What follows belongs to an exercise in optimizing a design on an open flow for small area; a production flow would make more cautious choices. In this exercise RTL edits were held to simulation tests only and were not proved equivalent to the original. No driver is modelled on the clock port, so clocking that relies on it looks cheaper here than on a real chip. No activity file was given, so power comes from the tool's default toggle rates.

// ehourglass
module ehourglass(sw1,btn0,rst,clk,speed,beep,r_col,g_col,row,seg_led,seg_led_d,
				lcd_rs,lcd_rw,lcd_e,d);
clock: 10.0 ns
lec_check: 0
cap_margin: 20
core_margin: 2
core_utilization: 55
cts_buf_list: sky130_fd_sc_hd__clkbuf_4 sky130_fd_sc_hd__clkbuf_8
slew_margin: 20
run.sh (not shown) runs the stock make flow with config.mk's settings and CLKGATE_MAP_FILE= SYNTH_SCRIPT=/design/flow/synth_recipe.tcl, a recipe that flattens the netlist after the stock synthesis.
The first run finished clean.
Edit:
==> flow/flow/run.sh (new file) <==
#!/bin/bash
# Own layout flow: the standard flow (standard.sh) with an area-oriented
# ABC script in synthesis, cells sized down after floorplan, small port
# buffers and a clock tree of small buffers without dummy loads.
set -euo pipefail
W=$(pwd)
export AREA_ABC_SCRIPT=$W/flow/area.script
export FLOW_SYNTH_TCL=$W/synth_recipe.tcl
bash standard.sh \
  SYNTH_SCRIPT=$W/flow/synth_area.tcl \
  POST_FLOORPLAN_TCL=$W/flow/post_floorplan.tcl \
  "BUFFER_PORTS_ARGS=-buffer_cell sky130_fd_sc_hd__buf_1" \
  "CTS_ARGS=-sink_clustering_enable -repair_clock_nets -dont_use_dummy_load -buf_list {sky130_fd_sc_hd__clkbuf_4 sky130_fd_sc_hd__clkbuf_8}" \
  finish > $W/flow_make.log 2>&1
==> flow/flow/area.script (new file) <==
strash
dc2
balance
rewrite -l
refactor -l
balance
rewrite -l
rewrite -z -l
dch -f
amap
topo
==> flow/flow/post_floorplan.tcl (new file) <==
# Timing is far from critical at this clock period: size cells down to
# recover the area that the synthesis's buffering and upsizing spent.
repair_timing -recover_power 100 -setup_margin 0.5
==> flow/flow/synth_area.tcl (new file) <==
# The standard synthesis (synth_recipe.tcl), with ABC's mapping script
# replaced by an area-oriented one. Registers are mapped by dfflibmap before
# ABC runs, so they come out the same as in the standard synthesis.
proc abc {args} {
  set i [lsearch -exact $args -script]
  if {$i >= 0} { lset args [expr {$i + 1}] $::env(AREA_ABC_SCRIPT) }
  yosys abc {*}$args
}
source $::env(FLOW_SYNTH_TCL)
==> flow/standard.sh (new file) <==
#!/bin/bash
# synth_recipe.tcl (not shown) runs the flow's synth.tcl, then flattens the netlist and writes it again
# the make line also repeats each setting of config.mk as NAME=value (left out here)
make -C /OpenROAD-flow-scripts/flow DESIGN_CONFIG=/design/flow/config.mk WORK_HOME=/design/flow/orfs CLKGATE_MAP_FILE= SYNTH_SCRIPT=/design/flow/synth_recipe.tcl "${@:-finish}"
Settings changed: CTS_BUF_LIST sky130_fd_sc_hd__clkbuf_4 sky130_fd_sc_hd__clkbuf_8 to default.
removed: flow/run.sh
Effect:
- area after synthesis decreases by 9.2%
- worst setup slack got worse by 0.14 ns
- design area decreases by about 13%
- die area decreases by about 9%
Edit:
==> flow/run.sh (new file) <==
#!/bin/bash
# synth_recipe.tcl (not shown) runs the flow's synth.tcl, then flattens the netlist and writes it again
# the make line also repeats each setting of config.mk as NAME=value (left out here)
make -C /OpenROAD-flow-scripts/flow DESIGN_CONFIG=/design/flow/config.mk WORK_HOME=/design/flow/orfs CLKGATE_MAP_FILE= SYNTH_SCRIPT=/design/flow/synth_recipe.tcl finish
Settings changed: CORE_UTILIZATION 55 to 40.
removed: flow/flow/run.sh
removed: flow/flow/area.script
removed: flow/flow/post_floorplan.tcl
removed: flow/flow/synth_area.tcl
removed: flow/standard.sh
Synthesized cell count is higher by 1.4%.
Final area is higher by 18%.
First-iteration DRC count climbs by 89%.
Power shrinks by 24%.

========
ehourglass, a different RTL version from the one above (not shown whole).
Size: ~93 flip-flops, ~59 I/O pins.
==> flow/config.mk <==
export PLATFORM = sky130hd
export DESIGN_NAME = ehourglass
export DESIGN_NICKNAME = ehourglass
export VERILOG_FILES = /design/flow/design.v
export SDC_FILE = /design/flow/constraint.sdc
export NUM_CORES = 4
export LEC_CHECK = 0
export CAP_MARGIN = 20
export CORE_MARGIN = 2
export CORE_UTILIZATION = 55
export SLEW_MARGIN = 20
==> flow/constraint.sdc <==
create_clock -name core_clock -period 10.0 [get_ports {clk}]
set_input_delay 2.0000 -clock core_clock [delete_from_list [all_inputs] [get_ports {clk}]]
set_output_delay 2.0000 -clock core_clock [all_outputs]
set_load 0.01 [all_outputs]
standard.sh (not shown) runs the stock make flow with config.mk's settings and CLKGATE_MAP_FILE= SYNTH_SCRIPT=/design/flow/synth_recipe.tcl, a recipe that flattens the netlist after the stock synthesis.
==> flow/flow/run.sh <==
#!/bin/bash
# Own layout flow: the standard flow (standard.sh) with an area-oriented
# ABC script in synthesis, cells sized down after floorplan, small port
# buffers and a clock tree of small buffers without dummy loads.
set -euo pipefail
W=$(pwd)
export AREA_ABC_SCRIPT=$W/flow/area.script
export FLOW_SYNTH_TCL=$W/synth_recipe.tcl
bash standard.sh \
  SYNTH_SCRIPT=$W/flow/synth_area.tcl \
  POST_FLOORPLAN_TCL=$W/flow/post_floorplan.tcl \
  "BUFFER_PORTS_ARGS=-buffer_cell sky130_fd_sc_hd__buf_1" \
  "CTS_ARGS=-sink_clustering_enable -repair_clock_nets -dont_use_dummy_load -buf_list {sky130_fd_sc_hd__clkbuf_16} -sink_clustering_size 30 -sink_clustering_max_diameter 200" \
  finish > $W/flow_make.log 2>&1
==> flow/flow/area.script <==
strash
&get -n
&deepsyn -T 30
&put
dch -f
amap
topo
==> flow/flow/post_floorplan.tcl <==
# Timing is far from critical at this clock period: size cells down to
# recover the area that the synthesis's buffering and upsizing spent.
repair_timing -recover_power 100 -setup_margin 0.5
==> flow/flow/synth_area.tcl <==
# The standard synthesis (synth_recipe.tcl), with ABC's mapping script
# replaced by an area-oriented one. Registers are mapped by dfflibmap before
# ABC runs, so they come out the same as in the standard synthesis.
proc abc {args} {
  set i [lsearch -exact $args -script]
  if {$i >= 0} { lset args [expr {$i + 1}] $::env(AREA_ABC_SCRIPT) }
  yosys abc {*}$args
}
source $::env(FLOW_SYNTH_TCL)
Rerun with:
--- a/flow/flow/run.sh
+++ b/flow/flow/run.sh
@@ -13 +13 @@
-  "CTS_ARGS=-sink_clustering_enable -repair_clock_nets -dont_use_dummy_load -buf_list {sky130_fd_sc_hd__clkbuf_16} -sink_clustering_size 30 -sink_clustering_max_diameter 200" \
+  "CTS_ARGS=-sink_clustering_enable -repair_clock_nets -dont_use_dummy_load -buf_list {sky130_fd_sc_hd__clkbuf_4 sky130_fd_sc_hd__clkbuf_8}" \
--- a/flow/flow/synth_area.tcl
+++ b/flow/flow/synth_area.tcl
@@ -3 +3,2 @@
-# ABC runs, so they come out the same as in the standard synthesis.
+# ABC runs and the adder step does not touch them, so they come out the same
+# as in the standard synthesis.
@@ -8,0 +10,3 @@
+# Leave adders to ABC too instead of mapping them to adder cells first, so
+# they are optimised together with the logic around them.
+set ::env(ADDER_MAP_FILE) ""
- maximum frequency is lower by 4.7%
- non-clock buffer count does not change
- synthesized cell count decreases by 5.8%
- area after synthesis shrinks by 6.2%
Rerun with:
==> flow/flow/synth_area.tcl (replaced) <==
# The standard synthesis (synth_recipe.tcl), with ABC's mapping script
# replaced by an area-oriented one. Registers are mapped by dfflibmap before
# ABC runs, so they come out the same as in the standard synthesis.
proc abc {args} {
  set i [lsearch -exact $args -script]
  if {$i >= 0} { lset args [expr {$i + 1}] $::env(AREA_ABC_SCRIPT) }
  yosys abc {*}$args
}
source $::env(FLOW_SYNTH_TCL)
Clock-buffer cell count does not change. Via count rose by a few percent. Wire length rose by a few percent. Die area rose by a few percent. Global-route usage fell by 0.24 points. Worst setup slack improves by 0.23 ns. Synthesized area rose by a few percent.

========
run A:
Another version of the RTL of ehourglass (not shown whole).
Size: about 500 cells after synthesis, ~93 flip-flops, roughly 59 I/O pins.
Settings: LEC_CHECK=0, CAP_MARGIN=20, CORE_MARGIN=2, CORE_UTILIZATION=55, SLEW_MARGIN=20; clock period 10.0 ns.
==> flow/flow/run.sh <==
#!/bin/bash
# Own layout flow: the standard flow (standard.sh) with an area-oriented
# ABC script in synthesis, cells sized down after floorplan, small port
# buffers and a clock tree of small buffers without dummy loads, its leaf
# buffers sized to their load.
set -euo pipefail
W=$(pwd)
export AREA_ABC_SCRIPT=$W/flow/area.script
export FLOW_SYNTH_TCL=$W/synth_recipe.tcl
bash standard.sh \
  SYNTH_SCRIPT=$W/flow/synth_area.tcl \
  POST_FLOORPLAN_TCL=$W/flow/post_floorplan.tcl \
  POST_CTS_TCL=$W/flow/post_cts.tcl \
  "BUFFER_PORTS_ARGS=-buffer_cell sky130_fd_sc_hd__buf_1" \
  "CTS_ARGS=-sink_clustering_enable -repair_clock_nets -dont_use_dummy_load -buf_list {sky130_fd_sc_hd__clkbuf_4 sky130_fd_sc_hd__clkbuf_8}" \
  finish > $W/flow_make.log 2>&1
==> flow/flow/post_cts.tcl <==
# Leaf clock buffers that drive few flip-flops do not need clkbuf_8: give
# those with at most 11 flip-flop clock pins the smaller clkbuf_4. The root
# buffer (which drives buffers, not flip-flops) keeps its size.
set block [ord::get_db_block]
set downsized 0
foreach inst [$block getInsts] {
  if {[[$inst getMaster] getName] ne "sky130_fd_sc_hd__clkbuf_8"} { continue }
  set net [[$inst findITerm X] getNet]
  if {$net eq "NULL"} { continue }
  set sinks 0
  set all_flops 1
  foreach it [$net getITerms] {
    if {[$it isOutputSignal]} { continue }
    incr sinks
    if {[[$it getMTerm] getName] ne "CLK"} { set all_flops 0 }
  }
  if {$all_flops && $sinks > 0 && $sinks <= 11} {
    replace_cell [$inst getName] sky130_fd_sc_hd__clkbuf_4
    incr downsized
  }
}
puts "post_cts: $downsized leaf clock buffers resized to clkbuf_4"
detailed_placement
check_placement -verbose
==> flow/flow/synth_area.tcl <==
# The standard synthesis (synth_recipe.tcl), with ABC's mapping script
# replaced by an area-oriented one. Registers are mapped by dfflibmap before
# ABC runs and the adder step does not touch them, so they come out the same
# as in the standard synthesis.
proc abc {args} {
  set i [lsearch -exact $args -script]
  if {$i >= 0} { lset args [expr {$i + 1}] $::env(AREA_ABC_SCRIPT) }
  yosys abc {*}$args
}
# Leave adders to ABC too instead of mapping them to adder cells first, so
# they are optimised together with the logic around them.
set ::env(ADDER_MAP_FILE) ""
source $::env(FLOW_SYNTH_TCL)
Scripts as last shown in full above: flow/flow/area.script, flow/flow/post_floorplan.tcl
Run A finished end to end and its layout was clean on timing, DRC and antenna.
[inputs] run B vs run A
diff --git a/flow/flow/run.sh b/flow/flow/run.sh
--- a/flow/flow/run.sh
+++ b/flow/flow/run.sh
@@ -3,4 +3,3 @@
 # ABC script in synthesis, cells sized down after floorplan, small port
-# buffers and a clock tree of small buffers without dummy loads, its leaf
-# buffers sized to their load.
+# buffers and a clock tree of small buffers without dummy loads.
 set -euo pipefail
@@ -12,3 +11,2 @@
   POST_FLOORPLAN_TCL=$W/flow/post_floorplan.tcl \
-  POST_CTS_TCL=$W/flow/post_cts.tcl \
   "BUFFER_PORTS_ARGS=-buffer_cell sky130_fd_sc_hd__buf_1" \
removed: flow/flow/post_cts.tcl
### Flow results
- In terms of total I/O pin count, run A and run B differ only marginally.
- Overall power consumption: run B > run A
- Run A -> run B: sequential power flat
- Diff run A..run B | floorplan core area | unchanged
- Delta (run B minus run A): final critical-path setup slack went up by 0.034 ns; clock group share of total power +1.5 points; ratio of routed vias to standard cells comparable.
- Run B has final area above what run A had.
diff inputs: run B => run C
- CORE_UTILIZATION changed from 55 to 70
- PLACE_DENSITY newly set to 0.8
diff --git a/flow/flow/run.sh b/flow/flow/run.sh
--- a/flow/flow/run.sh
+++ b/flow/flow/run.sh
@@ -3,3 +3,4 @@
 # ABC script in synthesis, cells sized down after floorplan, small port
-# buffers and a clock tree of small buffers without dummy loads.
+# buffers and a clock tree of small buffers without dummy loads, its leaf
+# buffers sized to their load.
 set -euo pipefail
@@ -11,2 +12,3 @@
   POST_FLOORPLAN_TCL=$W/flow/post_floorplan.tcl \
+  POST_CTS_TCL=$W/flow/post_cts.tcl \
   "BUFFER_PORTS_ARGS=-buffer_cell sky130_fd_sc_hd__buf_1" \
==> flow/flow/post_cts.tcl (new file) <==
# Leaf clock buffers that drive few flip-flops do not need clkbuf_8: give
# those with at most 11 flip-flop clock pins the smaller clkbuf_4. The root
# buffer (which drives buffers, not flip-flops) keeps its size.
set block [ord::get_db_block]
set downsized 0
foreach inst [$block getInsts] {
  if {[[$inst getMaster] getName] ne "sky130_fd_sc_hd__clkbuf_8"} { continue }
  set net [[$inst findITerm X] getNet]
  if {$net eq "NULL"} { continue }
  set sinks 0
  set all_flops 1
  foreach it [$net getITerms] {
    if {[$it isOutputSignal]} { continue }
    incr sinks
    if {[[$it getMTerm] getName] ne "CLK"} { set all_flops 0 }
  }
  if {$all_flops && $sinks > 0 && $sinks <= 11} {
    replace_cell [$inst getName] sky130_fd_sc_hd__clkbuf_4
    incr downsized
  }
}
puts "post_cts: $downsized leaf clock buffers resized to clkbuf_4"
detailed_placement
check_placement -verbose
--- outcome ---
The via-per-instance ratio in run B is 0.927 times that in run C. On power consumption, the lower figure sits with run C, not run B. Run C — sequential cell area share 0.68 points higher, run B as reference. Compared with run B, run C improves total die area. Run C vs. run B: post-detailed-route wirelength per cell saw an increase; total wirelength of the detailed-routed design saw an increase; final design area excluding fillers saw a decrease; total grt overflow saw little to no change. Note that the weighted congestion at the end of routability-driven global placement recorded for run B amounts to 0.903 times the value seen in run C. Looking only at maximum resistive drop on vdd, and setting everything else aside, the higher value of run C and run B goes to run C. Run C: no failed stages, no open violations at the end.

## static timing again, ports no longer ideal
The results above use ideal ports. As a check the final layouts listed here were re-extracted and re-timed, cells and wires unchanged. Step 1, drivers: a clkbuf_16 drives clk and a buf_2 each remaining input, both assumed. Step 2 adds t to the input delays and takes it off the output delays; t is the mean of the earliest and latest rising clock arrival at the registers after step 1. Input paths then give back, and output paths get back, about the clock's delay inside the block. Three values: ideal ports, drivers, drivers and shift; two values: the first two.
run	shift t [ns]	setup WS [ns]	clock arrival spread, ns	pins driven straight from the clock port
the first run of note 1	0.388	4.949 / 4.917 / 5.305	0.006 / 0.006	1
the second run of note 1	0.365	4.807 / 4.775 / 5.140	0.042 / 0.042	1
the third run of note 1	0.371	4.960 / 4.923 / 5.294	0.008 / 0.008	1
the first run of note 2	0.368	5.254 / 5.215 / 5.584	0.023 / 0.023	1
the second run of note 2	0.375	5.022 / 4.989 / 5.364	0.033 / 0.032	1
the third run of note 2	0.385	5.247 / 5.213 / 5.598	0.035 / 0.035	1
run A	0.359	5.294 / 5.266 / 5.626	0.027 / 0.027	1
run B	0.362	5.328 / 5.301 / 5.663	0.036 / 0.036	1
run C	0.376	5.208 / 5.178 / 5.554	0.034 / 0.034	1
After both steps every run listed still meets setup and hold.
